Source: an optimization exercise on an open RTL-to-GDS flow (aim: small area and a short achievable clock period). Production flows keep margins and buffers that such runs may drop.
Where RTL was checked, it was by simulation tests only, not by an equivalence proof against the original.
Function not checked in run 1: the RTL went through the layout flow alone.
Power figures rest on the tool's default switching activity, not on a simulated workload.

## flow/design.v (module list and top-level ports; edited modules follow where they fit)
// module residual_block: 1065 lines
// module fa3: 4 lines
// module ha2: 4 lines
// module xor2: 3 lines
module residual_block (
    input clk,
    input rst,
    input start,
    output reg done,
    input  signed [127:0] input_tensor,
    input  [7:0]  conv1_weights_flat,
    input  [7:0]  conv1_bias_flat,
    input  [31:0] conv2_weights_flat,
    input  [7:0]  conv2_bias_flat,
    input  [7:0]  conv3_weights_flat,
    input  [7:0]  conv3_bias_flat,
    input  [7:0]  conv_shortcut_weights_flat,
    input  [7:0]  conv_shortcut_bias_flat,
    output reg signed [71:0] output_tensor
);
  // ...
==> flow/flow/run.sh <==
#!/bin/bash
set -euo pipefail
export BUFFER_PORTS_ARGS="-buffer_cell sky130_fd_sc_hd__buf_1"
export SETUP_SLACK_MARGIN=6.7
export TNS_END_PERCENT=0
bash standard.sh > standard_flow.log 2>&1
==> flow/standard.sh <==
#!/bin/bash
# synth_recipe.tcl (not shown) runs the flow's synth.tcl, then flattens the netlist and writes it again
# the make line also repeats each setting of config.mk as NAME=value (left out here)
make -C /OpenROAD-flow-scripts/flow DESIGN_CONFIG=/design/flow/config.mk WORK_HOME=/design/flow/orfs CLKGATE_MAP_FILE= SYNTH_SCRIPT=/design/flow/synth_recipe.tcl "${@:-finish}"
==> flow/config.mk <==
export PLATFORM = sky130hd
export DESIGN_NAME = residual_block
export DESIGN_NICKNAME = residual_block
export VERILOG_FILES = /design/flow/design.v
export SDC_FILE = /design/flow/constraint.sdc
export NUM_CORES = 4
export LEC_CHECK = 0
export CAP_MARGIN = 20
export CORE_MARGIN = 2
export CORE_UTILIZATION = 40
export SLEW_MARGIN = 20
export SYNTH_HIERARCHICAL = 1
==> flow/constraint.sdc <==
create_clock -name core_clock -period 10.0 [get_ports {clk}]
set_input_delay 2.0000 -clock core_clock [delete_from_list [all_inputs] [get_ports {clk}]]
set_output_delay 2.0000 -clock core_clock [all_outputs]
set_load 0.01 [all_outputs]
==> qor.json, run 1 <==
{
  "status": {
    "outcome": "finished clean"
  },
  "setup_path": {
    "crit_path_top_cell_by_count": "sky130_fd_sc_hd__fa_2",
    "setup.worst_path.start_class": "register",
    "worstSetupEndpointType": "register",
    "worstReg2RegEnd": "output_tensor[71]$_DFF_P_",
    "cp.arrival_ns": 4.08,
    "critical_path_endpoint": "output_tensor[71]$_DFF_P_",
    "r2r_setup_slack_ns": 6.36
  },
  "yosys": {
    "async_reset_ff_share_pct": 1.77,
    "synth-seq-area-share_pct": 35.8,
    "synth_enable_flop_cells": 77,
    "post-synth-top-count-cell": "sky130_fd_sc_hd__nand2_1",
    "synth-simple-area-share_pct": 9.25,
    "number_of_synthesized_register_bits": 282,
    "synthesis.nets": 1954
  },
  "layout": {
    "sh_seq_area_pct": 31.0,
    "multi_input_logic_portion_of_the_cell_area_pct": 52.7,
    "syn_to_final_growth_pct": 15.6,
    "finish.cell_count_without_fillers": 2368,
    "layout_common_cells": "sky130_fd_sc_hd__nand2_1 (317), sky130_fd_sc_hd__buf_1 (291), sky130_fd_sc_hd__dfxtp_1 (195)"
  },
  "global_route": {
    "global_route.peak_usage_layer": "met2",
    "grt_use_met3_pct": 3.44
  },
  "placed_design": {
    "io_buffers": 291
  },
  "route": {
    "detail_route.wirelength.met1_um": 17800,
    "drt-initial-drc-count": 764,
    "dr.pass1.iters": 5
  },
  "power": {
    "post-layout-total-power_mw": 9.01,
    "p_leak_nw": 7.85,
    "clock_net_power_mw": 1.22,
    "total_switching_power_mw": 3.84,
    "sequentialPowerShare_pct": 21.2
  },
  "sta": {
    "setup_viol": 0,
    "slew_headroom_pct": 33.7,
    "achievable_clock_frequency_mhz": 275
  },
  "flow_run": {
    "maxCapViolations": 0
  },
  "worst_hold_path": {
    "worstHoldEndpoint": "Zr[0]$_DFF_P_"
  },
  "clocking": {
    "largest_buffer_count_on_any_clock_path": 3,
    "cts_made_buffers": 31,
    "tritoncts": "done"
  }
}
==> run 2: changes to the inputs <==
--- a/flow/design.v
+++ b/flow/design.v
@@ -661,27 +661,27 @@
     xor2 u395 (.a(s393), .b(c344), .y(s395));
     wire s396;
     xor2 u396 (.a(s394), .b(s395), .y(s396));
     reg [15:0] S2;
     always @(posedge clk) S2 <= {s396, c345, s345, c324, s344, c323, s324, c306, s323, s306, s291, s280, c273, s273, s269, p233};
     reg [7:0] XS;
     always @(posedge clk) XS <= first ? conv2_bias_flat : input_tensor[xs_i*8 +: 8];
     wire s397, c397;
-    fa3 u397 (.a(S2[7]), .b(S2[8]), .c(S2[9]), .s(s397), .co(c397));
+    ha2 u397 (.a(S2[10]), .b(S2[11]), .s(s397), .co(c397));
     wire s398, c398;
-    fa3 u398 (.a(S2[10]), .b(S2[11]), .c(S2[12]), .s(s398), .co(c398));
+    ha2 u398 (.a(S2[7]), .b(S2[8]), .s(s398), .co(c398));
     wire s399, c399;
-    fa3 u399 (.a(S2[13]), .b(c397), .c(s398), .s(s399), .co(c399));
+    fa3 u399 (.a(S2[12]), .b(S2[13]), .c(s397), .s(s399), .co(c399));
     wire s400;
     xor2 u400 (.a(S2[14]), .b(S2[15]), .y(s400));
     wire s401;
-    xor2 u401 (.a(s400), .b(c398), .y(s401));
-    wire [7:0] S_a = {s401, s399, s397, S2[6], S2[5], S2[3], S2[2], S2[0]};
-    wire [7:0] S_b = {c399, 1'b0, 1'b0, 1'b0, 1'b0, S2[4], 1'b0, S2[1]};
+    xor2 u401 (.a(c397), .b(s400), .y(s401));
+    wire [7:0] S_a = {s401, c398, S2[9], S2[6], S2[5], S2[3], S2[2], S2[0]};
+    wire [7:0] S_b = {c399, s399, s398, 1'b0, 1'b0, S2[4], 1'b0, S2[1]};
     wire [7:0] S = 8'd4 - S_a - S_b;
     wire [7:0] Wv_a = {Wr[8], Wr[7], Wr[6], Wr[5], Wr[4], Wr[3], Wr[1], Wr[0]};
     wire [7:0] Wv_b = {Wr[9], 1'b0, 1'b0, 1'b0, 1'b0, 1'b0, Wr[2], 1'b0};
     wire [7:0] Wv = 8'd1 - Wv_a - Wv_b;
     wire p402 = ~(Wv[0] & S[0]);
     wire p403 = ~(Wv[0] & S[1]);
     wire p404 = ~(Wv[0] & S[2]);
     wire p405 = ~(Wv[0] & S[3]);
@@ -762,302 +762,312 @@
     wire s459;
     xor2 u459 (.a(c448), .b(c449), .y(s459));
     wire s460;
     xor2 u460 (.a(s457), .b(s458), .y(s460));
     wire s461;
     xor2 u461 (.a(s459), .b(s460), .y(s461));
     wire s462;
     xor2 u462 (.a(c450), .b(s461), .y(s462));
-    reg [12:0] T3;
-    always @(posedge clk) T3 <= {c452, c451, s462, s452, s451, c443, s447, s443, s440, s438, p410, p403, p402};
+    wire s463;
+    xor2 u463 (.a(s462), .b(c451), .y(s463));
+    reg [11:0] T3;
+    always @(posedge clk) T3 <= {s463, c452, s452, s451, c443, s447, s443, s440, s438, p410, p403, p402};
     wire [7:0] uadd = (cnt == 4'd1) ? conv3_bias_flat : conv_shortcut_bias_flat;
-    wire p463 = ~(wsr[0] & XS[0]);
-    wire p464 = ~(wsr[0] & XS[1]);
-    wire p465 = ~(wsr[0] & XS[2]);
-    wire p466 = ~(wsr[0] & XS[3]);
-    wire p467 = ~(wsr[0] & XS[4]);
-    wire p468 = ~(wsr[0] & XS[5]);
-    wire p469 = ~(wsr[0] & XS[6]);
-    wire p470 = ~(wsr[0] & XS[7]);
-    wire p471 = ~(wsr[1] & XS[0]);
-    wire p472 = ~(wsr[1] & XS[1]);
-    wire p473 = ~(wsr[1] & XS[2]);
-    wire p474 = ~(wsr[1] & XS[3]);
-    wire p475 = ~(wsr[1] & XS[4]);
-    wire p476 = ~(wsr[1] & XS[5]);
-    wire p477 = ~(wsr[1] & XS[6]);
-    wire p478 = ~(wsr[2] & XS[0]);
-    wire p479 = ~(wsr[2] & XS[1]);
-    wire p480 = ~(wsr[2] & XS[2]);
-    wire p481 = ~(wsr[2] & XS[3]);
-    wire p482 = ~(wsr[2] & XS[4]);
-    wire p483 = ~(wsr[2] & XS[5]);
-    wire p484 = ~(wsr[3] & XS[0]);
-    wire p485 = ~(wsr[3] & XS[1]);
-    wire p486 = ~(wsr[3] & XS[2]);
-    wire p487 = ~(wsr[3] & XS[3]);
-    wire p488 = ~(wsr[3] & XS[4]);
-    wire p489 = ~(wsr[4] & XS[0]);
-    wire p490 = ~(wsr[4] & XS[1]);
-    wire p491 = ~(wsr[4] & XS[2]);
-    wire p492 = ~(wsr[4] & XS[3]);
-    wire p493 = ~(wsr[5] & XS[0]);
-    wire p494 = ~(wsr[5] & XS[1]);
-    wire p495 = ~(wsr[5] & XS[2]);
-    wire p496 = ~(wsr[6] & XS[0]);
-    wire p497 = ~(wsr[6] & XS[1]);
-    wire p498 = ~(wsr[7] & XS[0]);
-    wire n499 = ~uadd[0];
-    wire n500 = ~uadd[1];
-    wire n501 = ~uadd[2];
-    wire n502 = ~uadd[3];
-    wire n503 = ~uadd[4];
-    wire n504 = ~uadd[5];
-    wire n505 = ~uadd[6];
-    wire n506 = ~uadd[7];
-    wire s507, c507;
-    fa3 u507 (.a(p464), .b(p471), .c(n500), .s(s507), .co(c507));
+    wire p464 = ~(wsr[0] & XS[0]);
+    wire p465 = ~(wsr[0] & XS[1]);
+    wire p466 = ~(wsr[0] & XS[2]);
+    wire p467 = ~(wsr[0] & XS[3]);
+    wire p468 = ~(wsr[0] & XS[4]);
+    wire p469 = ~(wsr[0] & XS[5]);
+    wire p470 = ~(wsr[0] & XS[6]);
+    wire p471 = ~(wsr[0] & XS[7]);
+    wire p472 = ~(wsr[1] & XS[0]);
+    wire p473 = ~(wsr[1] & XS[1]);
+    wire p474 = ~(wsr[1] & XS[2]);
+    wire p475 = ~(wsr[1] & XS[3]);
+    wire p476 = ~(wsr[1] & XS[4]);
+    wire p477 = ~(wsr[1] & XS[5]);
+    wire p478 = ~(wsr[1] & XS[6]);
+    wire p479 = ~(wsr[2] & XS[0]);
+    wire p480 = ~(wsr[2] & XS[1]);
+    wire p481 = ~(wsr[2] & XS[2]);
+    wire p482 = ~(wsr[2] & XS[3]);
+    wire p483 = ~(wsr[2] & XS[4]);
+    wire p484 = ~(wsr[2] & XS[5]);
+    wire p485 = ~(wsr[3] & XS[0]);
+    wire p486 = ~(wsr[3] & XS[1]);
+    wire p487 = ~(wsr[3] & XS[2]);
+    wire p488 = ~(wsr[3] & XS[3]);
+    wire p489 = ~(wsr[3] & XS[4]);
+    wire p490 = ~(wsr[4] & XS[0]);
+    wire p491 = ~(wsr[4] & XS[1]);
+    wire p492 = ~(wsr[4] & XS[2]);
+    wire p493 = ~(wsr[4] & XS[3]);
+    wire p494 = ~(wsr[5] & XS[0]);
+    wire p495 = ~(wsr[5] & XS[1]);
+    wire p496 = ~(wsr[5] & XS[2]);
+    wire p497 = ~(wsr[6] & XS[0]);
+    wire p498 = ~(wsr[6] & XS[1]);
+    wire p499 = ~(wsr[7] & XS[0]);
+    wire n500 = ~uadd[0];
+    wire n501 = ~uadd[1];
+    wire n502 = ~uadd[2];
+    wire n503 = ~uadd[3];
+    wire n504 = ~uadd[4];
+    wire n505 = ~uadd[5];
+    wire n506 = ~uadd[6];
+    wire n507 = ~uadd[7];
     wire s508, c508;
-    fa3 u508 (.a(p465), .b(p472), .c(p478), .s(s508), .co(c508));
+    fa3 u508 (.a(p465), .b(p472), .c(n501), .s(s508), .co(c508));
     wire s509, c509;
-    ha2 u509 (.a(s508), .b(n501), .s(s509), .co(c509));
+    fa3 u509 (.a(p466), .b(p473), .c(p479), .s(s509), .co(c509));
     wire s510, c510;
-    fa3 u510 (.a(p466), .b(p473), .c(p479), .s(s510), .co(c510));
+    ha2 u510 (.a(s509), .b(n502), .s(s510), .co(c510));
     wire s511, c511;
-    fa3 u511 (.a(p484), .b(c508), .c(s510), .s(s511), .co(c511));
+    fa3 u511 (.a(p467), .b(p474), .c(p480), .s(s511), .co(c511));
     wire s512, c512;
-    fa3 u512 (.a(s511), .b(n502), .c(c509), .s(s512), .co(c512));
+    fa3 u512 (.a(p485), .b(c509), .c(s511), .s(s512), .co(c512));
     wire s513, c513;
-    fa3 u513 (.a(p467), .b(p474), .c(p480), .s(s513), .co(c513));
+    fa3 u513 (.a(s512), .b(n503), .c(c510), .s(s513), .co(c513));
     wire s514, c514;
-    fa3 u514 (.a(p485), .b(p489), .c(c510), .s(s514), .co(c514));
+    fa3 u514 (.a(p468), .b(p475), .c(p481), .s(s514), .co(c514));
     wire s515, c515;
-    fa3 u515 (.a(s513), .b(c511), .c(s514), .s(s515), .co(c515));
+    fa3 u515 (.a(p486), .b(p490), .c(c511), .s(s515), .co(c515));
     wire s516, c516;
-    ha2 u516 (.a(s515), .b(n503), .s(s516), .co(c516));
+    fa3 u516 (.a(s514), .b(c512), .c(s515), .s(s516), .co(c516));
     wire s517, c517;
-    fa3 u517 (.a(p468), .b(p475), .c(p481), .s(s517), .co(c517));
+    ha2 u517 (.a(s516), .b(n504), .s(s517), .co(c517));
     wire s518, c518;
-    fa3 u518 (.a(p486), .b(p490), .c(p493), .s(s518), .co(c518));
+    fa3 u518 (.a(p469), .b(p476), .c(p482), .s(s518), .co(c518));
     wire s519, c519;
-    fa3 u519 (.a(c513), .b(s517), .c(s518), .s(s519), .co(c519));
+    fa3 u519 (.a(p487), .b(p491), .c(p494), .s(s519), .co(c519));
     wire s520, c520;
-    fa3 u520 (.a(c514), .b(s519), .c(c515), .s(s520), .co(c520));
+    fa3 u520 (.a(c514), .b(s518), .c(s519), .s(s520), .co(c520));
     wire s521, c521;
-    fa3 u521 (.a(s520), .b(n504), .c(c516), .s(s521), .co(c521));
+    fa3 u521 (.a(c515), .b(s520), .c(c516), .s(s521), .co(c521));
     wire s522, c522;
-    fa3 u522 (.a(p469), .b(p476), .c(p482), .s(s522), .co(c522));
+    fa3 u522 (.a(s521), .b(n505), .c(c517), .s(s522), .co(c522));
     wire s523, c523;
-    fa3 u523 (.a(p487), .b(p491), .c(p494), .s(s523), .co(c523));
+    fa3 u523 (.a(p470), .b(p477), .c(p483), .s(s523), .co(c523));
     wire s524, c524;
-    fa3 u524 (.a(p496), .b(c517), .c(c518), .s(s524), .co(c524));
+    fa3 u524 (.a(p488), .b(p492), .c(p495), .s(s524), .co(c524));
     wire s525, c525;
-    fa3 u525 (.a(s522), .b(s523), .c(c519), .s(s525), .co(c525));
+    fa3 u525 (.a(p497), .b(c518), .c(c519), .s(s525), .co(c525));
     wire s526, c526;
-    fa3 u526 (.a(s524), .b(s525), .c(c520), .s(s526), .co(c526));
+    fa3 u526 (.a(s523), .b(s524), .c(c520), .s(s526), .co(c526));
     wire s527, c527;
-    ha2 u527 (.a(n505), .b(s526), .s(s527), .co(c527));
-    wire s528;
-    xor2 u528 (.a(p470), .b(p477), .y(s528));
+    fa3 u527 (.a(s525), .b(s526), .c(c521), .s(s527), .co(c527));
+    wire s528, c528;
+    ha2 u528 (.a(n506), .b(s527), .s(s528), .co(c528));
     wire s529;
-    xor2 u529 (.a(p483), .b(p488), .y(s529));
+    xor2 u529 (.a(p471), .b(p478), .y(s529));
     wire s530;
-    xor2 u530 (.a(p492), .b(p495), .y(s530));
+    xor2 u530 (.a(p484), .b(p489), .y(s530));
     wire s531;
-    xor2 u531 (.a(p497), .b(p498), .y(s531));
+    xor2 u531 (.a(p493), .b(p496), .y(s531));
     wire s532;
-    xor2 u532 (.a(s528), .b(s529), .y(s532));
+    xor2 u532 (.a(p498), .b(p499), .y(s532));
     wire s533;
-    xor2 u533 (.a(s530), .b(s531), .y(s533));
+    xor2 u533 (.a(s529), .b(s530), .y(s533));
     wire s534;
-    xor2 u534 (.a(c522), .b(c523), .y(s534));
+    xor2 u534 (.a(s531), .b(s532), .y(s534));
     wire s535;
-    xor2 u535 (.a(s532), .b(s533), .y(s535));
+    xor2 u535 (.a(c523), .b(c524), .y(s535));
     wire s536;
-    xor2 u536 (.a(s534), .b(s535), .y(s536));
+    xor2 u536 (.a(s533), .b(s534), .y(s536));
     wire s537;
-    xor2 u537 (.a(c524), .b(s536), .y(s537));
+    xor2 u537 (.a(s535), .b(s536), .y(s537));
     wire s538;
-    xor2 u538 (.a(s537), .b(c525), .y(s538));
+    xor2 u538 (.a(c525), .b(s537), .y(s538));
     wire s539;
-    xor2 u539 (.a(s538), .b(n506), .y(s539));
+    xor2 u539 (.a(s538), .b(c526), .y(s539));
     wire s540;
-    xor2 u540 (.a(c526), .b(s539), .y(s540));
+    xor2 u540 (.a(s539), .b(n507), .y(s540));
+    wire s541;
+    xor2 u541 (.a(c527), .b(s540), .y(s541));
     reg [12:0] U3;
-    always @(posedge clk) U3 <= {s540, c527, c521, s527, s521, c512, s516, s512, c507, s509, s507, n499, p463};
-    wire p541 = ~(Zr[0] & swr[0]);
-    wire p542 = ~(Zr[0] & swr[1]);
-    wire p543 = ~(Zr[0] & swr[2]);
-    wire p544 = ~(Zr[0] & swr[3]);
-    wire p545 = ~(Zr[0] & swr[4]);
-    wire p546 = ~(Zr[0] & swr[5]);
-    wire p547 = ~(Zr[0] & swr[6]);
-    wire p548 = ~(Zr[0] & swr[7]);
-    wire p549 = ~(Zr[1] & swr[0]);
-    wire p550 = ~(Zr[1] & swr[1]);
-    wire p551 = ~(Zr[1] & swr[2]);
-    wire p552 = ~(Zr[1] & swr[3]);
-    wire p553 = ~(Zr[1] & swr[4]);
-    wire p554 = ~(Zr[1] & swr[5]);
-    wire p555 = ~(Zr[1] & swr[6]);
-    wire p556 = ~(Zr[2] & swr[0]);
-    wire p557 = ~(Zr[2] & swr[1]);
-    wire p558 = ~(Zr[2] & swr[2]);
-    wire p559 = ~(Zr[2] & swr[3]);
-    wire p560 = ~(Zr[2] & swr[4]);
-    wire p561 = ~(Zr[2] & swr[5]);
-    wire p562 = ~(Zr[3] & swr[0]);
-    wire p563 = ~(Zr[3] & swr[1]);
-    wire p564 = ~(Zr[3] & swr[2]);
-    wire p565 = ~(Zr[3] & swr[3]);
-    wire p566 = ~(Zr[3] & swr[4]);
-    wire p567 = ~(Zr[4] & swr[0]);
-    wire p568 = ~(Zr[4] & swr[1]);
-    wire p569 = ~(Zr[4] & swr[2]);
-    wire p570 = ~(Zr[4] & swr[3]);
-    wire p571 = ~(Zr[5] & swr[0]);
-    wire p572 = ~(Zr[5] & swr[1]);
-    wire p573 = ~(Zr[5] & swr[2]);
-    wire p574 = ~(Zr[6] & swr[0]);
-    wire p575 = ~(Zr[6] & swr[1]);
-    wire p576 = ~(Zr[7] & swr[0]);
-    wire s577, c577;
-    fa3 u577 (.a(U3[0]), .b(U3[1]), .c(p541), .s(s577), .co(c577));
+    always @(posedge clk) U3 <= {s541, c528, c522, s528, s522, c513, s517, s513, c508, s510, s508, n500, p464};
+    wire p542 = ~(Zr[0] & swr[0]);
+    wire p543 = ~(Zr[0] & swr[1]);
+    wire p544 = ~(Zr[0] & swr[2]);
+    wire p545 = ~(Zr[0] & swr[3]);
+    wire p546 = ~(Zr[0] & swr[4]);
+    wire p547 = ~(Zr[0] & swr[5]);
+    wire p548 = ~(Zr[0] & swr[6]);
+    wire p549 = ~(Zr[0] & swr[7]);
+    wire p550 = ~(Zr[1] & swr[0]);
+    wire p551 = ~(Zr[1] & swr[1]);
+    wire p552 = ~(Zr[1] & swr[2]);
+    wire p553 = ~(Zr[1] & swr[3]);
+    wire p554 = ~(Zr[1] & swr[4]);
+    wire p555 = ~(Zr[1] & swr[5]);
+    wire p556 = ~(Zr[1] & swr[6]);
+    wire p557 = ~(Zr[2] & swr[0]);
+    wire p558 = ~(Zr[2] & swr[1]);
+    wire p559 = ~(Zr[2] & swr[2]);
+    wire p560 = ~(Zr[2] & swr[3]);
+    wire p561 = ~(Zr[2] & swr[4]);
+    wire p562 = ~(Zr[2] & swr[5]);
+    wire p563 = ~(Zr[3] & swr[0]);
+    wire p564 = ~(Zr[3] & swr[1]);
+    wire p565 = ~(Zr[3] & swr[2]);
+    wire p566 = ~(Zr[3] & swr[3]);
+    wire p567 = ~(Zr[3] & swr[4]);
+    wire p568 = ~(Zr[4] & swr[0]);
+    wire p569 = ~(Zr[4] & swr[1]);
+    wire p570 = ~(Zr[4] & swr[2]);
+    wire p571 = ~(Zr[4] & swr[3]);
+    wire p572 = ~(Zr[5] & swr[0]);
+    wire p573 = ~(Zr[5] & swr[1]);
+    wire p574 = ~(Zr[5] & swr[2]);
+    wire p575 = ~(Zr[6] & swr[0]);
+    wire p576 = ~(Zr[6] & swr[1]);
+    wire p577 = ~(Zr[7] & swr[0]);
     wire s578, c578;
-    fa3 u578 (.a(U3[2]), .b(p542), .c(p549), .s(s578), .co(c578));
+    fa3 u578 (.a(U3[0]), .b(U3[1]), .c(p542), .s(s578), .co(c578));
     wire s579, c579;
-    fa3 u579 (.a(U3[3]), .b(U3[4]), .c(p543), .s(s579), .co(c579));
+    fa3 u579 (.a(U3[2]), .b(p543), .c(p550), .s(s579), .co(c579));
     wire s580, c580;
-    fa3 u580 (.a(p550), .b(p556), .c(c578), .s(s580), .co(c580));
+    fa3 u580 (.a(U3[3]), .b(U3[4]), .c(p544), .s(s580), .co(c580));
     wire s581, c581;
-    fa3 u581 (.a(U3[5]), .b(p544), .c(p551), .s(s581), .co(c581));
+    fa3 u581 (.a(p551), .b(p557), .c(c579), .s(s581), .co(c581));
     wire s582, c582;
-    fa3 u582 (.a(p557), .b(p562), .c(c579), .s(s582), .co(c582));
+    fa3 u582 (.a(U3[5]), .b(p545), .c(p552), .s(s582), .co(c582));
     wire s583, c583;
-    fa3 u583 (.a(s581), .b(c580), .c(s582), .s(s583), .co(c583));
+    fa3 u583 (.a(p558), .b(p563), .c(c580), .s(s583), .co(c583));
     wire s584, c584;
-    fa3 u584 (.a(U3[6]), .b(U3[7]), .c(p545), .s(s584), .co(c584));
+    fa3 u584 (.a(s582), .b(c581), .c(s583), .s(s584), .co(c584));
     wire s585, c585;
-    fa3 u585 (.a(p552), .b(p558), .c(p563), .s(s585), .co(c585));
+    fa3 u585 (.a(U3[6]), .b(U3[7]), .c(p546), .s(s585), .co(c585));
     wire s586, c586;
-    fa3 u586 (.a(p567), .b(c581), .c(s584), .s(s586), .co(c586));
+    fa3 u586 (.a(p553), .b(p559), .c(p564), .s(s586), .co(c586));
     wire s587, c587;
-    fa3 u587 (.a(s585), .b(c582), .c(s586), .s(s587), .co(c587));
+    fa3 u587 (.a(p568), .b(c582), .c(s585), .s(s587), .co(c587));
     wire s588, c588;
-    fa3 u588 (.a(U3[8]), .b(p546), .c(p553), .s(s588), .co(c588));
+    fa3 u588 (.a(s586), .b(c583), .c(s587), .s(s588), .co(c588));
     wire s589, c589;
-    fa3 u589 (.a(p559), .b(p564), .c(p568), .s(s589), .co(c589));
+    fa3 u589 (.a(U3[8]), .b(p547), .c(p554), .s(s589), .co(c589));
     wire s590, c590;
-    fa3 u590 (.a(p571), .b(c584), .c(c585), .s(s590), .co(c590));
+    fa3 u590 (.a(p560), .b(p565), .c(p569), .s(s590), .co(c590));
     wire s591, c591;
-    fa3 u591 (.a(s588), .b(s589), .c(c586), .s(s591), .co(c591));
+    fa3 u591 (.a(p572), .b(c585), .c(c586), .s(s591), .co(c591));
     wire s592, c592;
-    fa3 u592 (.a(s590), .b(c587), .c(s591), .s(s592), .co(c592));
+    fa3 u592 (.a(s589), .b(s590), .c(c587), .s(s592), .co(c592));
     wire s593, c593;
-    fa3 u593 (.a(U3[9]), .b(U3[10]), .c(p547), .s(s593), .co(c593));
+    fa3 u593 (.a(s591), .b(c588), .c(s592), .s(s593), .co(c593));
     wire s594, c594;
-    fa3 u594 (.a(p554), .b(p560), .c(p565), .s(s594), .co(c594));
+    fa3 u594 (.a(U3[9]), .b(U3[10]), .c(p548), .s(s594), .co(c594));
     wire s595, c595;
-    fa3 u595 (.a(p569), .b(p572), .c(p574), .s(s595), .co(c595));
+    fa3 u595 (.a(p555), .b(p561), .c(p566), .s(s595), .co(c595));
     wire s596, c596;
-    fa3 u596 (.a(c588), .b(c589), .c(s593), .s(s596), .co(c596));
+    fa3 u596 (.a(p570), .b(p573), .c(p575), .s(s596), .co(c596));
     wire s597, c597;
-    fa3 u597 (.a(s594), .b(s595), .c(c590), .s(s597), .co(c597));
+    fa3 u597 (.a(c589), .b(c590), .c(s594), .s(s597), .co(c597));
     wire s598, c598;
-    fa3 u598 (.a(s596), .b(c591), .c(s597), .s(s598), .co(c598));
-    wire s599;
-    xor2 u599 (.a(U3[11]), .b(U3[12]), .y(s599));
+    fa3 u598 (.a(s595), .b(s596), .c(c591), .s(s598), .co(c598));
+    wire s599, c599;
+    fa3 u599 (.a(s597), .b(c592), .c(s598), .s(s599), .co(c599));
     wire s600;
-    xor2 u600 (.a(p548), .b(p555), .y(s600));
+    xor2 u600 (.a(U3[11]), .b(U3[12]), .y(s600));
     wire s601;
-    xor2 u601 (.a(p561), .b(p566), .y(s601));
+    xor2 u601 (.a(p549), .b(p556), .y(s601));
     wire s602;
-    xor2 u602 (.a(p570), .b(p573), .y(s602));
+    xor2 u602 (.a(p562), .b(p567), .y(s602));
     wire s603;
-    xor2 u603 (.a(p575), .b(p576), .y(s603));
+    xor2 u603 (.a(p571), .b(p574), .y(s603));
     wire s604;
-    xor2 u604 (.a(s599), .b(s600), .y(s604));
+    xor2 u604 (.a(p576), .b(p577), .y(s604));
     wire s605;
-    xor2 u605 (.a(s601), .b(s602), .y(s605));
+    xor2 u605 (.a(s600), .b(s601), .y(s605));
     wire s606;
-    xor2 u606 (.a(s603), .b(c593), .y(s606));
+    xor2 u606 (.a(s602), .b(s603), .y(s606));
     wire s607;
-    xor2 u607 (.a(c594), .b(c595), .y(s607));
+    xor2 u607 (.a(s604), .b(c594), .y(s607));
     wire s608;
-    xor2 u608 (.a(s604), .b(s605), .y(s608));
+    xor2 u608 (.a(c595), .b(c596), .y(s608));
     wire s609;
-    xor2 u609 (.a(s606), .b(s607), .y(s609));
+    xor2 u609 (.a(s605), .b(s606), .y(s609));
     wire s610;
-    xor2 u610 (.a(s608), .b(s609), .y(s610));
+    xor2 u610 (.a(s607), .b(s608), .y(s610));
     wire s611;
-    xor2 u611 (.a(c596), .b(s610), .y(s611));
+    xor2 u611 (.a(s609), .b(s610), .y(s611));
     wire s612;
     xor2 u612 (.a(c597), .b(s611), .y(s612));
+    wire s613;
+    xor2 u613 (.a(c598), .b(s612), .y(s613));
     reg [12:0] Cp;
-    always @(posedge clk) if (cnt == 4'd2) Cp <= {c598, s612, s598, c592, s592, s587, c583, s583, s580, s579, s578, c577, s577};
-    wire s613, c613;
-    fa3 u613 (.a(T3[1]), .b(T3[2]), .c(Cp[1]), .s(s613), .co(c613));
+    always @(posedge clk) if (cnt == 4'd2) Cp <= {c599, s613, s599, c593, s593, s588, c584, s584, s581, s580, s579, c578, s578};
     wire s614, c614;
-    fa3 u614 (.a(T3[3]), .b(Cp[3]), .c(Cp[4]), .s(s614), .co(c614));
+    ha2 u614 (.a(T3[1]), .b(T3[2]), .s(s614), .co(c614));
     wire s615, c615;
-    fa3 u615 (.a(T3[4]), .b(Cp[5]), .c(c614), .s(s615), .co(c615));
+    ha2 u615 (.a(T3[3]), .b(Cp[3]), .s(s615), .co(c615));
     wire s616, c616;
-    fa3 u616 (.a(T3[5]), .b(Cp[6]), .c(Cp[7]), .s(s616), .co(c616));
-    wire s617, c617;
-    fa3 u617 (.a(T3[6]), .b(T3[7]), .c(Cp[8]), .s(s617), .co(c617));
-    wire s618, c618;
-    fa3 u618 (.a(T3[8]), .b(T3[9]), .c(Cp[9]), .s(s618), .co(c618));
+    ha2 u616 (.a(T3[8]), .b(T3[9]), .s(s616), .co(c616));
+    wire s617;
+    xor2 u617 (.a(T3[10]), .b(T3[11]), .y(s617));
+    wire s618;
+    xor2 u618 (.a(Cp[11]), .b(Cp[12]), .y(s618));
     wire s619, c619;
-    fa3 u619 (.a(Cp[10]), .b(c617), .c(s618), .s(s619), .co(c619));
-    wire s620;
-    xor2 u620 (.a(T3[10]), .b(T3[11]), .y(s620));
-    wire s621;
-    xor2 u621 (.a(T3[12]), .b(Cp[11]), .y(s621));
-    wire s622;
-    xor2 u622 (.a(Cp[12]), .b(s620), .y(s622));
-    wire s623;
-    xor2 u623 (.a(s621), .b(c618), .y(s623));
-    wire s624;
-    xor2 u624 (.a(s622), .b(s623), .y(s624));
-    wire s625, c625;
-    fa3 u625 (.a(T3[0]), .b(Cp[0]), .c(U3[0]), .s(s625), .co(c625));
-    wire s626, c626;
-    fa3 u626 (.a(Cp[2]), .b(U3[2]), .c(c625), .s(s626), .co(c626));
+    ha2 u619 (.a(Cp[1]), .b(Cp[2]), .s(s619), .co(c619));
+    wire s620, c620;
+    fa3 u620 (.a(Cp[4]), .b(c614), .c(s615), .s(s620), .co(c620));
+    wire s621, c621;
+    fa3 u621 (.a(T3[4]), .b(Cp[5]), .c(c615), .s(s621), .co(c621));
+    wire s622, c622;
+    fa3 u622 (.a(T3[5]), .b(Cp[6]), .c(Cp[7]), .s(s622), .co(c622));
+    wire s623, c623;
+    fa3 u623 (.a(T3[6]), .b(T3[7]), .c(Cp[8]), .s(s623), .co(c623));
+    wire s624, c624;
+    fa3 u624 (.a(Cp[9]), .b(Cp[10]), .c(s616), .s(s624), .co(c624));
+    wire s625;
+    xor2 u625 (.a(c616), .b(s617), .y(s625));
+    wire s626;
+    xor2 u626 (.a(s618), .b(s625), .y(s626));
     wire s627, c627;
-    fa3 u627 (.a(U3[3]), .b(U3[4]), .c(c613), .s(s627), .co(c627));
+    ha2 u627 (.a(T3[0]), .b(Cp[0]), .s(s627), .co(c627));
     wire s628, c628;
-    fa3 u628 (.a(s614), .b(c626), .c(s627), .s(s628), .co(c628));
+    ha2 u628 (.a(U3[2]), .b(s619), .s(s628), .co(c628));
     wire s629, c629;
-    fa3 u629 (.a(U3[5]), .b(c627), .c(s615), .s(s629), .co(c629));
+    fa3 u629 (.a(U3[3]), .b(U3[4]), .c(c619), .s(s629), .co(c629));
     wire s630, c630;
-    fa3 u630 (.a(U3[6]), .b(U3[7]), .c(s616), .s(s630), .co(c630));
+    ha2 u630 (.a(U3[5]), .b(s621), .s(s630), .co(c630));
     wire s631, c631;
-    fa3 u631 (.a(c615), .b(s630), .c(c629), .s(s631), .co(c631));
+    fa3 u631 (.a(U3[6]), .b(U3[7]), .c(s622), .s(s631), .co(c631));
     wire s632, c632;
-    fa3 u632 (.a(U3[8]), .b(c616), .c(s617), .s(s632), .co(c632));
+    ha2 u632 (.a(U3[8]), .b(c622), .s(s632), .co(c632));
     wire s633, c633;
-    fa3 u633 (.a(c630), .b(s632), .c(c631), .s(s633), .co(c633));
-    wire s634, c634;
-    fa3 u634 (.a(U3[9]), .b(U3[10]), .c(c632), .s(s634), .co(c634));
-    wire s635, c635;
-    fa3 u635 (.a(s619), .b(s634), .c(c633), .s(s635), .co(c635));
-    wire s636;
-    xor2 u636 (.a(U3[11]), .b(U3[12]), .y(s636));
-    wire s637;
-    xor2 u637 (.a(s636), .b(s624), .y(s637));
-    wire s638;
-    xor2 u638 (.a(c619), .b(s637), .y(s638));
-    wire s639;
-    xor2 u639 (.a(s638), .b(c634), .y(s639));
-    wire [7:0] T_a = {s624, s619, c616, s616, s615, c613, Cp[2], T3[0]};
-    wire [7:0] T_b = {c619, 1'b0, s617, c615, 1'b0, s614, s613, Cp[0]};
+    fa3 u633 (.a(U3[9]), .b(U3[10]), .c(c623), .s(s633), .co(c633));
+    wire s634;
+    xor2 u634 (.a(U3[11]), .b(U3[12]), .y(s634));
+    wire s635;
+    xor2 u635 (.a(s626), .b(c624), .y(s635));
+    wire s636, c636;
+    ha2 u636 (.a(U3[0]), .b(U3[1]), .s(s636), .co(c636));
+    wire s637, c637;
+    fa3 u637 (.a(c627), .b(s614), .c(s628), .s(s637), .co(c637));
+    wire s638, c638;
+    fa3 u638 (.a(c628), .b(s629), .c(s620), .s(s638), .co(c638));
+    wire s639, c639;
+    fa3 u639 (.a(c629), .b(c620), .c(s630), .s(s639), .co(c639));
+    wire s640, c640;
+    fa3 u640 (.a(c621), .b(c630), .c(s631), .s(s640), .co(c640));
+    wire s641, c641;
+    fa3 u641 (.a(s623), .b(s632), .c(c631), .s(s641), .co(c641));
+    wire s642, c642;
+    fa3 u642 (.a(c632), .b(s624), .c(s633), .s(s642), .co(c642));
+    wire s643;
+    xor2 u643 (.a(s634), .b(c633), .y(s643));
+    wire s644;
+    xor2 u644 (.a(s635), .b(s643), .y(s644));
+    wire [7:0] T_a = {s626, c623, c622, s622, s621, c619, s619, T3[0]};
+    wire [7:0] T_b = {c624, s624, s623, c621, c620, s620, s614, Cp[0]};
     wire [7:0] T = 8'd2 - T_a - T_b;
-    wire [7:0] TU_a = {s639, s635, s633, s631, c628, s628, s613, U3[1]};
-    wire [7:0] TU_b = {c635, 1'b0, 1'b0, 1'b0, s629, 1'b0, s626, s625};
+    wire [7:0] TU_a = {s644, c641, c640, c639, c638, c637, c636, s636};
+    wire [7:0] TU_b = {c642, s642, s641, s640, s639, s638, s637, s627};
     wire [7:0] TU = 8'd2 - TU_a - TU_b;
     wire [7:0] Um1_a = {U3[11], U3[9], U3[8], U3[6], U3[5], U3[3], U3[2], U3[0]};
     wire [7:0] Um1_b = {U3[12], U3[10], 1'b0, U3[7], 1'b0, U3[4], 1'b0, U3[1]};
     wire [7:0] Um1 = 8'd255 - Um1_a - Um1_b;
     wire [7:0] O = T[7] ? Um1 : TU;
     reg shift;
     always @(posedge clk) shift <= start & !done & (cnt != 4'd11) & (cnt_inc >= 4'd4);
     always @(posedge clk) output_tensor[71:64] <= O;
==> flow/flow/run.sh (replaced) <==
#!/bin/bash
set -euo pipefail
export BUFFER_PORTS_ARGS="-buffer_cell sky130_fd_sc_hd__buf_1"
export SETUP_SLACK_MARGIN=6.7
bash standard.sh > standard_flow.log 2>&1
==> qor.json, run 2 <==
{
  "setup_path": {
    "worstSetupEndpointType": {"value": "register", "change": "unchanged"},
    "setup.worst_path.start_class": {"value": "register", "change": "unchanged"},
    "worst-path-max-fanout": {"value": 3, "change": "unchanged"},
    "r2r_setup_slack": {"value": 6.64, "unit": "ns", "change": "was 6.36 ns"},
    "cp.arrival": {"value": 3.87, "unit": "ns", "change": "was 4.08 ns"},
    "worst-setup-path-type": {"value": "register to register", "change": "unchanged"},
    "cp_data_required_time": {"value": 10.50, "unit": "ns", "change": "was 10.45 ns"}
  },
  "power": {
    "intPower": {"value": 5.39, "unit": "mW", "change": "was 5.17 mW"},
    "total_switching_power": {"value": 3.85, "unit": "mW", "change": "was 3.84 mW"},
    "sequentialPowerShare": {"value": 20.5, "unit": "%", "change": "was 21.2%"},
    "cellPowerDensity": {"value": 438, "unit": "nW/um2", "change": "was 433 nW/um2"},
    "share_clk_of_total_power": {"value": 12.6, "unit": "%", "change": "was 13.5%"},
    "sw_frac_of_total": {"value": 41.7, "unit": "%", "change": "was 42.6%"},
    "share_comb_of_total_power": {"value": 66.8, "unit": "%", "change": "was 65.3%"},
    "vdd.ir_drop.worst": {"value": 388, "unit": "uV", "change": "was 501 uV"},
    "p_leak": {"value": 7.98, "unit": "nW", "change": "was 7.85 nW"}
  },
  "sta": {
    "report.final.slew_viol_count": {"value": 0, "change": "unchanged"},
    "final_hold_viol_count": {"value": 0, "change": "unchanged"},
    "slew_headroom": {"value": 31.4, "unit": "%", "change": "was 33.7%"},
    "final.period_utilization": {"value": 33.6, "unit": "%", "change": "was 36.4%"},
    "rsz_0062_raised_after_global_routing": {"value": "yes", "change": "unchanged"},
    "setup_viol": {"value": 0, "change": "unchanged"},
    "sum_of_negative_setup_slack": {"value": 0, "unit": "ns", "change": "unchanged"},
    "worst_clock_skew": {"value": 0.0126, "unit": "ns", "change": "was 0.0252 ns"},
    "achievable_clock_frequency": {"value": 297, "unit": "MHz", "change": "was 275 MHz"},
    "tightestPinTransition": {"value": 1.00, "unit": "ns", "change": "was 0.966 ns"},
    "min_period": {"value": 3.36, "unit": "ns", "change": "was 3.64 ns"}
  },
  "yosys": {
    "post-synth-top-count-cell": {"value": "sky130_fd_sc_hd__nand2_1", "change": "unchanged"},
    "synthesis.nets": {"value": 2009, "change": "was 1954"},
    "synth_enable_flop_cells": {"value": 77, "change": "unchanged"},
    "synthXorXnorAreaFrac": {"value": 7.93, "unit": "%", "change": "was 8.08%"},
    "yosysWarnings": {"value": 7, "change": "unchanged"},
    "synth_ff_type": {"value": "sky130_fd_sc_hd__dfxtp_1", "change": "unchanged"},
    "post-synth-top-area-fraction": {"value": 22.0, "unit": "%", "change": "was 22.3%"},
    "top_cells_by_count_synth": {"value": "sky130_fd_sc_hd__nand2_1 (326), sky130_fd_sc_hd__dfxtp_1 (199), sky130_fd_sc_hd__fa_1 (192), sky130_fd_sc_hd__xor2_1 (133), sky130_fd_sc_hd__inv_1 (106)", "change": "was sky130_fd_sc_hd__nand2_1 (317), sky130_fd_sc_hd__dfxtp_1 (200), sky130_fd_sc_hd__fa_1 (198), sky130_fd_sc_hd__xor2_1 (133), sky130_fd_sc_hd__inv_1 (104)"},
    "synth_compound_area_share": {"value": 2.78, "unit": "%", "change": "was 2.93%"},
    "netlist_instances": {"value": 1518, "change": "was 1477"},
    "synth_area_leader_cell": {"value": "sky130_fd_sc_hd__dfxtp_1", "change": "unchanged"},
    "synth-seq-area-share": {"value": 35.4, "unit": "%", "change": "was 35.8%"},
    "netlist-cell-type-count": {"value": 50, "change": "was 54"},
    "async_reset_ff_share": {"value": 1.78, "unit": "%", "change": "was 1.77%"},
    "post_synth_instance_area": {"value": 18100, "unit": "um2", "change": "was 18000 um2"},
    "synthMuxAreaShare": {"value": 13.8, "unit": "%", "change": "was 14.2%"},
    "number_of_synthesized_register_bits": {"value": 281, "change": "was 282"},
    "ys_top_cells_by_area": {"value": "sky130_fd_sc_hd__dfxtp_1 (22%), sky130_fd_sc_hd__fa_1 (21%), sky130_fd_sc_hd__edfxtp_1 (13%)", "change": "was sky130_fd_sc_hd__dfxtp_1 (22%), sky130_fd_sc_hd__fa_1 (22%), sky130_fd_sc_hd__edfxtp_1 (13%)"},
    "synth_top_family_by_area": {"value": "adder cells", "change": "unchanged"},
    "synth_area_per_cell": {"value": 11.9, "unit": "um2", "change": "was 12.2 um2"},
    "synth-simple-area-share": {"value": 9.92, "unit": "%", "change": "was 9.25%"},
    "synthAdderAreaFrac": {"value": 26.7, "unit": "%", "change": "was 26.2%"}
  },
  "worst_hold_path": {
    "hp-class": {"value": "register to register", "change": "unchanged"}
  },
  "route": {
    "drt-initial-drc-count": {"value": 679, "change": "was 764"},
    "route.vias.total": {"value": 12300, "change": "was 12100"},
    "wl_per_cell": {"value": 19.0, "unit": "um", "change": "was 19.1 um"},
    "remaining_drc_errors": {"value": 0, "change": "unchanged"},
    "dr.pass1.iters": {"value": 7, "change": "was 5"},
    "drt_total_wl": {"value": 45900, "unit": "um", "change": "was 45100 um"},
    "final_antenna_net_count": {"value": 0, "change": "unchanged"},
    "route.detailed.vias_per_inst": {"value": 5.10, "change": "was 5.12"}
  },
  "floorplanning": {
    "placement_rows": {"value": 77, "change": "unchanged"},
    "fp.dieArea": {"value": 47000, "unit": "um2", "change": "was 46700 um2"},
    "ports_placed_on_the_boundary": {"value": 292, "change": "unchanged"},
    "die_w": {"value": 217, "unit": "um", "change": "was 216 um"},
    "floorplan_die_height": {"value": 217, "unit": "um", "change": "was 216 um"},
    "floorplan.initialDensity": {"value": 40.7, "unit": "%", "change": "was 40.6%"},
    "floorplan_core_area": {"value": 44500, "unit": "um2", "change": "was 44300 um2"}
  },
  "layout": {
    "largest_registers": {"value": "output_tensor: 72 flops, S2: 16 flops, Z1: 16 flops", "change": "unchanged"},
    "final_common_cell": {"value": "sky130_fd_sc_hd__nand2_1", "change": "unchanged"},
    "finish.cell_count_without_fillers": {"value": 2416, "change": "was 2368"},
    "design_area": {"value": 21100, "unit": "um2", "change": "was 20800 um2"},
    "finish.utilization": {"value": 47.4, "unit": "%", "change": "was 46.9%"},
    "layout_common_cells": {"value": "sky130_fd_sc_hd__nand2_1 (326), sky130_fd_sc_hd__buf_1 (291), sky130_fd_sc_hd__fa_1 (191)", "change": "was sky130_fd_sc_hd__nand2_1 (317), sky130_fd_sc_hd__buf_1 (291), sky130_fd_sc_hd__dfxtp_1 (195)"},
    "final_net_count": {"value": 2291, "change": "was 2228"},
    "syn_to_final_growth": {"value": 16.5, "unit": "%", "change": "was 15.6%"},
    "drive_gt1_share": {"value": 12.2, "unit": "%", "change": "was 10.2%"},
    "largest_register_ff_count": {"value": 72, "change": "unchanged"},
    "registers.top_by_ff_count": {"value": "output_tensor", "change": "unchanged"},
    "diodes": {"value": 0, "change": "unchanged"}
  },
  "global_route": {
    "number_of_global_route_vias_before_repair": {"value": 13100, "change": "was 13000"},
    "grt_first_pass_wirelength": {"value": 71700, "unit": "um", "change": "was 70500 um"},
    "groute.usage.overall": {"value": 19.6, "unit": "%", "change": "was 19.5%"},
    "antenna_found_initial": {"value": 1, "change": "was 0"},
    "grt_start_max_net_pins": {"value": 65, "change": "unchanged"},
    "gr-total-overflow": {"value": 0, "change": "unchanged"}
  },
  "placed_design": {
    "io_buffers": {"value": 291, "change": "unchanged"},
    "place.detailed.instances": {"value": 2355, "change": "was 2309"},
    "dpl.hpwl": {"value": 37700, "unit": "um", "change": "was 37200 um"},
    "dpl_cell_area": {"value": 19800, "unit": "um2", "change": "was 19600 um2"},
    "globalplace.congestion": {"value": 0.958, "change": "about the same"}
  },
  "clocking": {
    "clk_root_buffer_cell": {"value": "sky130_fd_sc_hd__clkbuf_16", "change": "unchanged"},
    "holdBufCountCts": {"value": 0, "change": "unchanged"},
    "clock_pin_slew_reported_for_the_worst_setup_and_hold_paths_after_clock_tree_synthesis": {"value": 0.06, "unit": "ns", "change": "about the same"},
    "cts_sinks": {"value": 281, "change": "was 282"},
    "cts_made_buffers": {"value": 30, "change": "was 31"},
    "number_of_h_tree_branching_levels": {"value": 1, "change": "unchanged"},
    "largest_buffer_count_on_any_clock_path": {"value": 3, "change": "unchanged"},
    "insertion_delay_of_the_later_clocked_pin_in_the_worst_skew_pair": {"value": 0.57, "unit": "ns", "change": "about the same"},
    "tritoncts": {"value": "done", "change": "unchanged"}
  },
  "flow_run": {
    "maxCapViolations": {"value": 0, "change": "unchanged"}
  },
  "status": {
    "outcome": {"value": "finished clean", "change": "unchanged"}
  }
}
-- run 2: changes by cell type after synthesis, moves of 8 or more --
cell                       before  now
sky130_fd_sc_hd__nor2_1        26   57
sky130_fd_sc_hd__a211oi_1      10    0
sky130_fd_sc_hd__nand2_1      317  326
sky130_fd_sc_hd__a221oi_1       8    0
sky130_fd_sc_hd__ha_1          60   80
-- run 2: kinds of logic after synthesis --
group / Yosys count
muxes: 128
buffers and inverters: 157
AOI/OAI and AO/OA: 78
and+or+nand+nor: 440
xor gates and xnor gates: 162
DFF: 281
adders and majority gates: 272
-- run 2: final timing paths --
| check | from | endpoint | depth (start not counted) |
|---|---|---|---|
| worst min-delay path | Z1[0]$_DFF_P_ | Zr[0]$_DFF_P_ | 1 |
| worst min register to register | Z1[0]$_DFF_P_ | Zr[0]$_DFF_P_ | 1 |
| max in group asynchronous | rst | cnt[0]$_DFF_PP0_ | 2 |
| worst max-delay path | S2[10]$_DFF_P_ | T3[11]$_DFF_P_ | 14 |
| min in group asynchronous | rst | cnt[2]$_DFF_PP0_ | 2 |
| worst max register to register | S2[10]$_DFF_P_ | T3[11]$_DFF_P_ | 14 |
-- run 2: power groups by stage --
stage / Combinational [mW] / Clock (mW) / Sequential, mW
final: 6.17 / 1.17 / 1.89
after floorplan: 4.45 / 0 / 1.75
after global placement: 5.48 / 0 / 1.91
after detailed placement: 5.65 / 0 / 1.91
after CTS: 6.03 / 1.19 / 1.89
after global routing: 7.00 / 1.25 / 1.94
-- run 2: critical path, stage by stage, from the launching register on --
cell,delay [ns]
sky130_fd_sc_hd__dfxtp_2,0.33
sky130_fd_sc_hd__ha_4,0.24
sky130_fd_sc_hd__fa_1,0.52
sky130_fd_sc_hd__inv_2,0.05
sky130_fd_sc_hd__ha_4,0.27
sky130_fd_sc_hd__ha_4,0.20
sky130_fd_sc_hd__a21o_1,0.16
sky130_fd_sc_hd__o21a_1,0.16
sky130_fd_sc_hd__or3_4,0.32
sky130_fd_sc_hd__xor2_1,0.18
sky130_fd_sc_hd__xor2_1,0.18
sky130_fd_sc_hd__xor2_1,0.18
sky130_fd_sc_hd__xor2_1,0.19
sky130_fd_sc_hd__xor2_1,0.19
sky130_fd_sc_hd__xor2_1,0.14
-- run 2: layout make-up --
type                       count  area, um2
timing repair buffer         299       1160
tap                          592        741
clock inverter                10        139
fill                        4085      23400
sequential                   281       6460
inverter                     108        405
clock buffer                  46        925
multi-input combinational   1080      11300
-- run 2: stage by stage --
| step | setup WS (ns) | power [mW] | hold slack, ns |
|---|---|---|---|
| 3_5_place_dp | 6.32 | 7.56 | 0.348 |
| 5_1_grt | 6.44 | 10.2 | 0.383 |
| 3_3_place_gp | 6.36 | 7.38 | 0.342 |
| 4_1_cts | 6.60 | 9.11 | 0.360 |
| 2_1_floorplan | 6.70 | 6.20 | 0.338 |
| 6_report | 6.64 | 9.23 | 0.363 |
-- run 2: what timing repair did --
action / in CTS / in global routing
resized for setup: 10 / 36
setup endpoints to repair: 13 / 13
pin swaps: 5 / 15
buffers inserted: 3 / 2
-- run 2: metal layers --
metal / track usage (%) / routed length, um
met2: 34.7 / 22900
met5: 0 / 13
met4: 5.43 / 1110
met1: 24.7 / 18900
met3: 3.27 / 2980
-- run 2: Yosys stat by module, one instance, submodules excluded --
module / cells / area, um2 / flops+latches
residual_block: 1206 / 13400 / 281
fa3: 1 / 20.0 / 0
ha2: 1 / 12.5 / 0
xor2: 1 / 8.76 / 0
==> run 3: changes to the inputs <==
==> flow/flow/run.sh (replaced) <==
#!/bin/bash
set -euo pipefail
export BUFFER_PORTS_ARGS="-buffer_cell sky130_fd_sc_hd__buf_1"
export SETUP_SLACK_MARGIN=6.7
export TNS_END_PERCENT=0
bash standard.sh > standard_flow.log 2>&1
==> qor.json, run 3 <==
{
  "sta": {
    "achievable_clock_frequency": {"value": 295, "unit": "MHz", "change": "was 297 MHz"},
    "worst_clock_skew": {"value": 0.0128, "unit": "ns", "change": "was 0.0126 ns"},
    "final_hold_viol_count": {"value": 0, "change": "unchanged"},
    "min_period": {"value": 3.39, "unit": "ns", "change": "was 3.36 ns"},
    "tightestPinTransition": {"value": 0.994, "unit": "ns", "change": "was 1.00 ns"},
    "final.period_utilization": {"value": 33.9, "unit": "%", "change": "was 33.6%"},
    "slew_headroom": {"value": 31.9, "unit": "%", "change": "was 31.4%"},
    "report.final.slew_viol_count": {"value": 0, "change": "unchanged"},
    "timing.final.ws_setup": {"value": 6.61, "unit": "ns", "change": "was 6.64 ns"},
    "sum_of_negative_setup_slack": {"value": 0, "unit": "ns", "change": "unchanged"},
    "setup_viol": {"value": 0, "change": "unchanged"},
    "rsz_0062_raised_after_global_routing": {"value": "yes", "change": "unchanged"}
  },
  "setup_path": {
    "cp_slowest_cell": {"value": "sky130_fd_sc_hd__fa_1", "change": "unchanged"},
    "worst-setup-path-type": {"value": "register to register", "change": "unchanged"},
    "timing.critical_path.slowest_cell_delay": {"value": 0.52, "unit": "ns", "change": "about the same"},
    "worstSetupEndpointType": {"value": "register", "change": "unchanged"},
    "cp.arrival": {"value": 3.90, "unit": "ns", "change": "was 3.87 ns"},
    "worstPathCellList": {"value": "ha_4 > fa_1 > inv_2 > ha_4 > ha_4 > nand2_1 > a21oi_2 > nor3_2 > or3_4 > xor2_1 > xor2_1 > xor2_1 > xor2_1 > xor2_1 > xor2_1", "change": "was ha_4 > fa_1 > inv_2 > ha_4 > ha_4 > a21o_1 > o21a_1 > or3_4 > xor2_1 > xor2_1 > xor2_1 > xor2_1 > xor2_1 > xor2_1"},
    "setup.worst_path.start_class": {"value": "register", "change": "unchanged"},
    "cp_data_required_time": {"value": 10.50, "unit": "ns", "change": "about the same"},
    "crit_path_top_cell_by_count": {"value": "sky130_fd_sc_hd__xor2_1", "change": "unchanged"},
    "worst-path-max-fanout": {"value": 3, "change": "unchanged"}
  },
  "yosys": {
    "netlist_instances": {"value": 1518, "change": "unchanged"},
    "synth_area_per_cell": {"value": 11.9, "unit": "um2", "change": "unchanged"},
    "synth-seq-area-share": {"value": 35.4, "unit": "%", "change": "unchanged"},
    "yosysWarnings": {"value": 7, "change": "unchanged"},
    "top_cells_by_count_synth": {"value": "sky130_fd_sc_hd__nand2_1 (326), sky130_fd_sc_hd__dfxtp_1 (199), sky130_fd_sc_hd__fa_1 (192), sky130_fd_sc_hd__xor2_1 (133), sky130_fd_sc_hd__inv_1 (106)", "change": "unchanged"},
    "post_synth_instance_area": {"value": 18100, "unit": "um2", "change": "unchanged"},
    "synthesis.nets": {"value": 2009, "change": "unchanged"},
    "synth_enable_flop_cells": {"value": 77, "change": "unchanged"},
    "post-synth-top-area-fraction": {"value": 22.0, "unit": "%", "change": "unchanged"},
    "netlist-cell-type-count": {"value": 50, "change": "unchanged"},
    "synth_ff_type": {"value": "sky130_fd_sc_hd__dfxtp_1", "change": "unchanged"},
    "async_reset_ff_share": {"value": 1.78, "unit": "%", "change": "unchanged"},
    "number_of_synthesized_register_bits": {"value": 281, "change": "unchanged"},
    "synth_area_leader_cell": {"value": "sky130_fd_sc_hd__dfxtp_1", "change": "unchanged"},
    "post-synth-top-count-cell": {"value": "sky130_fd_sc_hd__nand2_1", "change": "unchanged"},
    "ys_top_cells_by_area": {"value": "sky130_fd_sc_hd__dfxtp_1 (22%), sky130_fd_sc_hd__fa_1 (21%), sky130_fd_sc_hd__edfxtp_1 (13%)", "change": "unchanged"}
  },
  "route": {
    "wl_per_cell": {"value": 18.9, "unit": "um", "change": "was 19.0 um"},
    "remaining_drc_errors": {"value": 0, "change": "unchanged"},
    "drt-initial-drc-count": {"value": 664, "change": "was 679"},
    "dr.pass1.iters": {"value": 5, "change": "was 7"},
    "route.vias.total": {"value": 12200, "change": "was 12300"},
    "final_antenna_net_count": {"value": 0, "change": "unchanged"},
    "drt_total_wl": {"value": 45600, "unit": "um", "change": "was 45900 um"},
    "route.detailed.vias_per_inst": {"value": 5.08, "change": "was 5.10"}
  },
  "layout": {
    "registers.top_by_ff_count": {"value": "output_tensor", "change": "unchanged"},
    "final_net_count": {"value": 2287, "change": "was 2291"},
    "largest_register_ff_count": {"value": 72, "change": "unchanged"},
    "final_common_cell": {"value": "sky130_fd_sc_hd__nand2_1", "change": "unchanged"},
    "diodes": {"value": 0, "change": "unchanged"},
    "largest_registers": {"value": "output_tensor: 72 flops, S2: 16 flops, Z1: 16 flops", "change": "unchanged"},
    "drive_gt1_share": {"value": 10.2, "unit": "%", "change": "was 12.2%"},
    "syn_to_final_growth": {"value": 15.5, "unit": "%", "change": "was 16.5%"},
    "finish.utilization": {"value": 47.0, "unit": "%", "change": "was 47.4%"},
    "layout_common_cells": {"value": "sky130_fd_sc_hd__nand2_1 (326), sky130_fd_sc_hd__buf_1 (291), sky130_fd_sc_hd__dfxtp_1 (192), sky130_fd_sc_hd__fa_1 (192), sky130_fd_sc_hd__xor2_1 (133)", "change": "was sky130_fd_sc_hd__nand2_1 (326), sky130_fd_sc_hd__buf_1 (291), sky130_fd_sc_hd__fa_1 (191)"},
    "final.fill_count": {"value": 4114, "change": "was 4085"}
  },
  "placed_design": {
    "dpl.hpwl": {"value": 37700, "unit": "um", "change": "unchanged"},
    "place_ws": {"value": 6.32, "unit": "ns", "change": "unchanged"},
    "globalplace.congestion": {"value": 0.958, "change": "unchanged"},
    "io_buffers": {"value": 291, "change": "unchanged"}
  },
  "global_route": {
    "number_of_global_route_vias_before_repair": {"value": 13100, "change": "about the same"},
    "gr-total-overflow": {"value": 0, "change": "unchanged"},
    "groute.usage.overall": {"value": 19.6, "unit": "%", "change": "about the same"},
    "grt_first_pass_wirelength": {"value": 71600, "unit": "um", "change": "was 71700 um"},
    "antenna_found_initial": {"value": 1, "change": "unchanged"},
    "grt_start_max_net_pins": {"value": 65, "change": "unchanged"}
  },
  "clocking": {
    "clock_pin_slew_reported_for_the_worst_setup_and_hold_paths_after_clock_tree_synthesis": {"value": 0.06, "unit": "ns", "change": "about the same"},
    "largest_buffer_count_on_any_clock_path": {"value": 3, "change": "unchanged"},
    "cts_sinks": {"value": 281, "change": "unchanged"},
    "tritoncts": {"value": "done", "change": "unchanged"},
    "number_of_h_tree_branching_levels": {"value": 1, "change": "unchanged"},
    "holdBufCountCts": {"value": 0, "change": "unchanged"},
    "clk_root_buffer_cell": {"value": "sky130_fd_sc_hd__clkbuf_16", "change": "unchanged"},
    "insertion_delay_of_the_later_clocked_pin_in_the_worst_skew_pair": {"value": 0.57, "unit": "ns", "change": "about the same"},
    "cts_made_buffers": {"value": 30, "change": "unchanged"}
  },
  "flow_run": {
    "maxCapViolations": {"value": 0, "change": "unchanged"}
  },
  "floorplanning": {
    "floorplan.initialDensity": {"value": 40.7, "unit": "%", "change": "unchanged"},
    "die_w": {"value": 217, "unit": "um", "change": "unchanged"},
    "fp.dieArea": {"value": 47000, "unit": "um2", "change": "unchanged"},
    "floorplan_core_area": {"value": 44500, "unit": "um2", "change": "unchanged"},
    "floorplan_die_height": {"value": 217, "unit": "um", "change": "unchanged"},
    "ports_placed_on_the_boundary": {"value": 292, "change": "unchanged"},
    "placement_rows": {"value": 77, "change": "unchanged"}
  },
  "status": {
    "outcome": {"value": "finished clean", "change": "unchanged"}
  },
  "power": {
    "cellPowerDensity": {"value": 422, "unit": "nW/um2", "change": "was 438 nW/um2"},
    "vdd.ir_drop.worst": {"value": 416, "unit": "uV", "change": "was 388 uV"},
    "p_leak": {"value": 7.95, "unit": "nW", "change": "was 7.98 nW"}
  },
  "worst_hold_path": {
    "hp-class": {"value": "register to register", "change": "unchanged"}
  }
}
-- run 3: cell counts after synthesis --
No cell type changed its count.
-- run 3: path summary, 6_finish.rpt --
path | startpoint | endpoint | slack (ns) | cells after the start
worst max-delay path | S2[10]$_DFF_P_ | T3[11]$_DFF_P_ | 6.61 | 15
worst min-delay path | Z1[0]$_DFF_P_ | Zr[0]$_DFF_P_ | 0.36 | 1
worst max register to register | S2[10]$_DFF_P_ | T3[11]$_DFF_P_ | 6.61 | 15
worst min register to register | Z1[0]$_DFF_P_ | Zr[0]$_DFF_P_ | 0.36 | 1
max in group asynchronous | rst | cnt[0]$_DFF_PP0_ | 8.54 | 2
min in group asynchronous | rst | cnt[2]$_DFF_PP0_ | 1.29 | 2
-- run 3: through the flow --
step                      instance area, um2  std cells  hold WS, ns  power [mW]
final                                  20900       2412        0.362        8.84
after global routing                   20900       2412        0.383        9.77
after CTS                              20900       2411        0.360        8.86
after detailed placement               19800       2355        0.348        7.56
after global placement                 19800       2355        0.342        7.38
after floorplan                        18200       1518        0.338        6.20
-- run 3: kinds of logic (layout without fill, tap and decap cells) --
group | count (synthesis) | count (layout) | share of synthesized area (%)
muxes | 128 | 128 | 13.8
AOI/OAI and AO/OA | 78 | 78 | 2.78
xor gates and xnor gates | 162 | 162 | 7.93
DFF | 281 | 281 | 35.4
buffers and inverters | 157 | 459 | 3.39
and+or+nand+nor | 440 | 440 | 9.92
adders and majority gates | 272 | 272 | 26.7
-- run 3: repair_timing --
action / CTS / global route
pin swaps: 4 / 8
gates resized for setup: 4 / 7
buffers inserted: 0 / 1
setup endpoints to repair: 13 / 16
cloned: 0 / 0
-- run 3: per-layer routing --
| metal | wire length (um) | vias to the layer above | GRT usage (%) |
|---|---|---|---|
| met5 | 13 | - | 0 |
| met3 | 2930 | 69 | 3.23 |
| met4 | 1090 | 2 | 5.23 |
| li1 | - | 5620 | - |
| met1 | 18800 | 6080 | 24.7 |
| met2 | 22800 | 477 | 34.8 |
-- run 3: critical path: cells and delay by family (launching register included) --
kind                     cells  cell delay, ns
flip-flops                   1            0.33
AO/OA/AOI/OAI                1            0.15
XOR/XNOR                     6            1.07
buffers and inverters        1            0.05
AND/OR/NAND/NOR              3            0.50
adder cells (fa/ha/maj)      4            1.24
-- run 3: cell type report --
type | count | area (um2) | share of cell area (%)
multi-input cells | 1080 | 11200 | 53.4
flip-flops and latches | 281 | 6430 | 30.7
repair buffers | 295 | 1120 | 5.36
clock buffers | 46 | 925 | 4.42
well taps | 592 | 741 | 3.54
inverters | 108 | 405 | 1.94
clock inverters | 10 | 139 | 0.663
-- run 3: modules after synthesis, one instance, submodules excluded --
module | times used | cell area, um2 | cells
ha2 | 16 | 12.5 | 1
residual_block | 1 | 13400 | 1206
fa3 | 175 | 20.0 | 1
xor2 | 121 | 8.76 | 1
-- run 3: power by group --
group	leakage, nW	switching [mW]	total [mW]	internal [mW]
Sequential	2.44	0.312	1.89	1.57
Clock	0.521	0.451	1.17	0.715
Combinational	4.99	2.99	5.78	2.80
Total	7.95	3.75	8.84	5.09
==> run 4: changes to the inputs <==
--- a/flow/config.mk
+++ b/flow/config.mk
@@ -8,5 +8,7 @@
 export CAP_MARGIN = 20
 export CORE_MARGIN = 2
 export CORE_UTILIZATION = 40
+export CTS_CLUSTER_DIAMETER = 200
+export CTS_CLUSTER_SIZE = 30
 export SLEW_MARGIN = 20
 export SYNTH_HIERARCHICAL = 1
==> qor.json, run 4 <==
{
  "clocking": {
    "number_of_h_tree_branching_levels": {"value": 1, "change": "unchanged"},
    "number_of_setup_buffers_added_after_cts": {"value": 0, "change": "unchanged"},
    "cts_sinks": {"value": 281, "change": "unchanged"},
    "largest_buffer_count_on_any_clock_path": {"value": 3, "change": "unchanged"},
    "holdBufCountCts": {"value": 0, "change": "unchanged"}
  },
  "sta": {
    "rsz_0062_raised_after_global_routing": {"value": "yes", "change": "unchanged"},
    "final.period_utilization": {"value": 34.1, "unit": "%", "change": "was 33.9%"},
    "sum_of_negative_setup_slack": {"value": 0, "unit": "ns", "change": "unchanged"},
    "final_hold_viol_count": {"value": 0, "change": "unchanged"},
    "min_period": {"value": 3.41, "unit": "ns", "change": "was 3.39 ns"},
    "report.final.slew_viol_count": {"value": 0, "change": "unchanged"},
    "achievable_clock_frequency": {"value": 293, "unit": "MHz", "change": "was 295 MHz"}
  },
  "yosys": {
    "netlist-cell-type-count": {"value": 50, "change": "unchanged"},
    "synth_enable_flop_cells": {"value": 77, "change": "unchanged"},
    "yosysWarnings": {"value": 7, "change": "unchanged"},
    "synth_area_leader_cell": {"value": "sky130_fd_sc_hd__dfxtp_1", "change": "unchanged"},
    "async_reset_ff_share": {"value": 1.78, "unit": "%", "change": "unchanged"},
    "top_cells_by_count_synth": {"value": "sky130_fd_sc_hd__nand2_1 (326), sky130_fd_sc_hd__dfxtp_1 (199), sky130_fd_sc_hd__fa_1 (192), sky130_fd_sc_hd__xor2_1 (133), sky130_fd_sc_hd__inv_1 (106)", "change": "unchanged"}
  },
  "route": {
    "remaining_drc_errors": {"value": 0, "change": "unchanged"},
    "route.detailed.vias_per_inst": {"value": 5.11, "change": "was 5.08"},
    "drt-initial-drc-count": {"value": 702, "change": "was 664"}
  },
  "setup_path": {
    "worstSetupEndpointType": {"value": "register", "change": "unchanged"},
    "critical_path_endpoint": {"value": "T3[11]$_DFF_P_", "change": "unchanged"},
    "worstReg2RegEnd": {"value": "T3[11]$_DFF_P_", "change": "unchanged"}
  },
  "power": {
    "vdd.ir_drop.worst": {"value": 362, "unit": "uV", "change": "was 416 uV"}
  },
  "layout": {
    "multi_input_area": {"value": 11100, "unit": "um2", "change": "was 11200 um2"},
    "final_net_count": {"value": 2269, "change": "was 2287"},
    "registers.top_by_ff_count": {"value": "output_tensor", "change": "unchanged"},
    "final_common_cell": {"value": "sky130_fd_sc_hd__nand2_1", "change": "unchanged"}
  },
  "floorplanning": {
    "fp.dieArea": {"value": 47000, "unit": "um2", "change": "unchanged"}
  },
  "status": {
    "outcome": {"value": "finished clean", "change": "unchanged"}
  },
  "flow_run": {
    "maxCapViolations": {"value": 0, "change": "unchanged"}
  },
  "worst_hold_path": {
    "worstHoldStart": {"value": "Z1[0]$_DFF_P_", "change": "unchanged"}
  },
  "global_route": {
    "number_of_global_route_vias_before_repair": {"value": 12900, "change": "was 13100"}
  }
}
==> run 4: cell counts after synthesis <==
Identical to the previous run, type by type.
==> run 4: repair_timing <==
| item | 4_1_cts | 5_1_grt |
|---|---|---|
| hold endpoints to repair | 0 | 0 |
| gates resized for setup | 6 | 0 |
| setup endpoints to repair | 10 | 17 |
| pin swaps | 3 | 1 |
==> run 4: logic make-up (layout without fill, tap and decap cells) <==
kind of cell | after synthesis | in the layout | synth area share, %
flip-flops | 281 | 281 | 35.4
buffers and inverters | 157 | 422 | 3.39
multiplexers | 128 | 128 | 13.8
adder cells (fa/ha/maj) | 272 | 272 | 26.7
AO/OA/AOI/OAI | 78 | 78 | 2.78
XOR/XNOR | 162 | 162 | 7.93
AND/OR/NAND/NOR | 440 | 440 | 9.92
==> run 4: Yosys stat by module (local to each module, per instance) <==
module | cell area, um2 | cells | flops+latches
residual_block | 13400 | 1206 | 281
xor2 | 8.76 | 1 | 0
fa3 | 20.0 | 1 | 0
ha2 | 12.5 | 1 | 0
==> run 4: power breakdown <==
part	internal [mW]	switching (mW)
Combinational	2.72	2.95
Sequential	1.57	0.312
Clock	0.252	0.356
==> run 4: metrics by stage <==
stage / std cells / cell area (um2) / hold WS, ns
floorplan: 1518 / 18200 / 0.338
CTS: 2375 / 20200 / 0.391
global placement: 2355 / 19800 / 0.342
finish: 2375 / 20200 / 0.392
global route: 2375 / 20200 / 0.414
detailed placement: 2355 / 19800 / 0.348
==> run 4: worst min path at each step <==
stage / depth (start not counted) / to / slack (ns)
after floorplan: 1 / Zr[0]$_DFF_P_ / 0.34
after global placement: 1 / Zr[0]$_DFF_P_ / 0.34
after detailed placement: 1 / Zr[0]$_DFF_P_ / 0.35
after CTS: 1 / Zr[0]$_DFF_P_ / 0.39
after global routing: 1 / Zr[0]$_DFF_P_ / 0.41
final: 1 / Zr[0]$_DFF_P_ / 0.39
==> run 4: area by class of cell <==
| class | count | area share (%) |
|---|---|---|
| multi-input combinational | 1080 | 55.1 |
| clock inverter | 2 | 0.142 |
| timing repair buffer | 294 | 5.52 |
| sequential | 281 | 31.8 |
| tap | 592 | 3.66 |
| inverter | 108 | 2.01 |
| clock buffer | 18 | 1.70 |
==> run 4: per-layer routing <==
metal	vias to the layer above	routed length (um)	track usage, %
li1	5560	-	-
met5	-	13	0
met2	481	22500	34.5
met4	2	996	4.36
met1	6034	18600	24.7
met3	53	2910	2.87
==> run 4: critical path, delay by kind of cell (launching register included) <==
family,cells,cell delay [ns]
xor gates and xnor gates,6,1.08
AOI/OAI and AO/OA,2,0.35
and+or+nand+nor,1,0.31
adders and majority gates,4,1.19
buffers and inverters,1,0.06
DFF,1,0.35

Check on run 4: ideal ports give 6.589 ns setup slack; a clkbuf_16 on the clock port and buf_2 on the inputs give 6.589 ns; moving port delays by the midpoint clock arrival (0.550 ns) as well gives 6.347 ns.
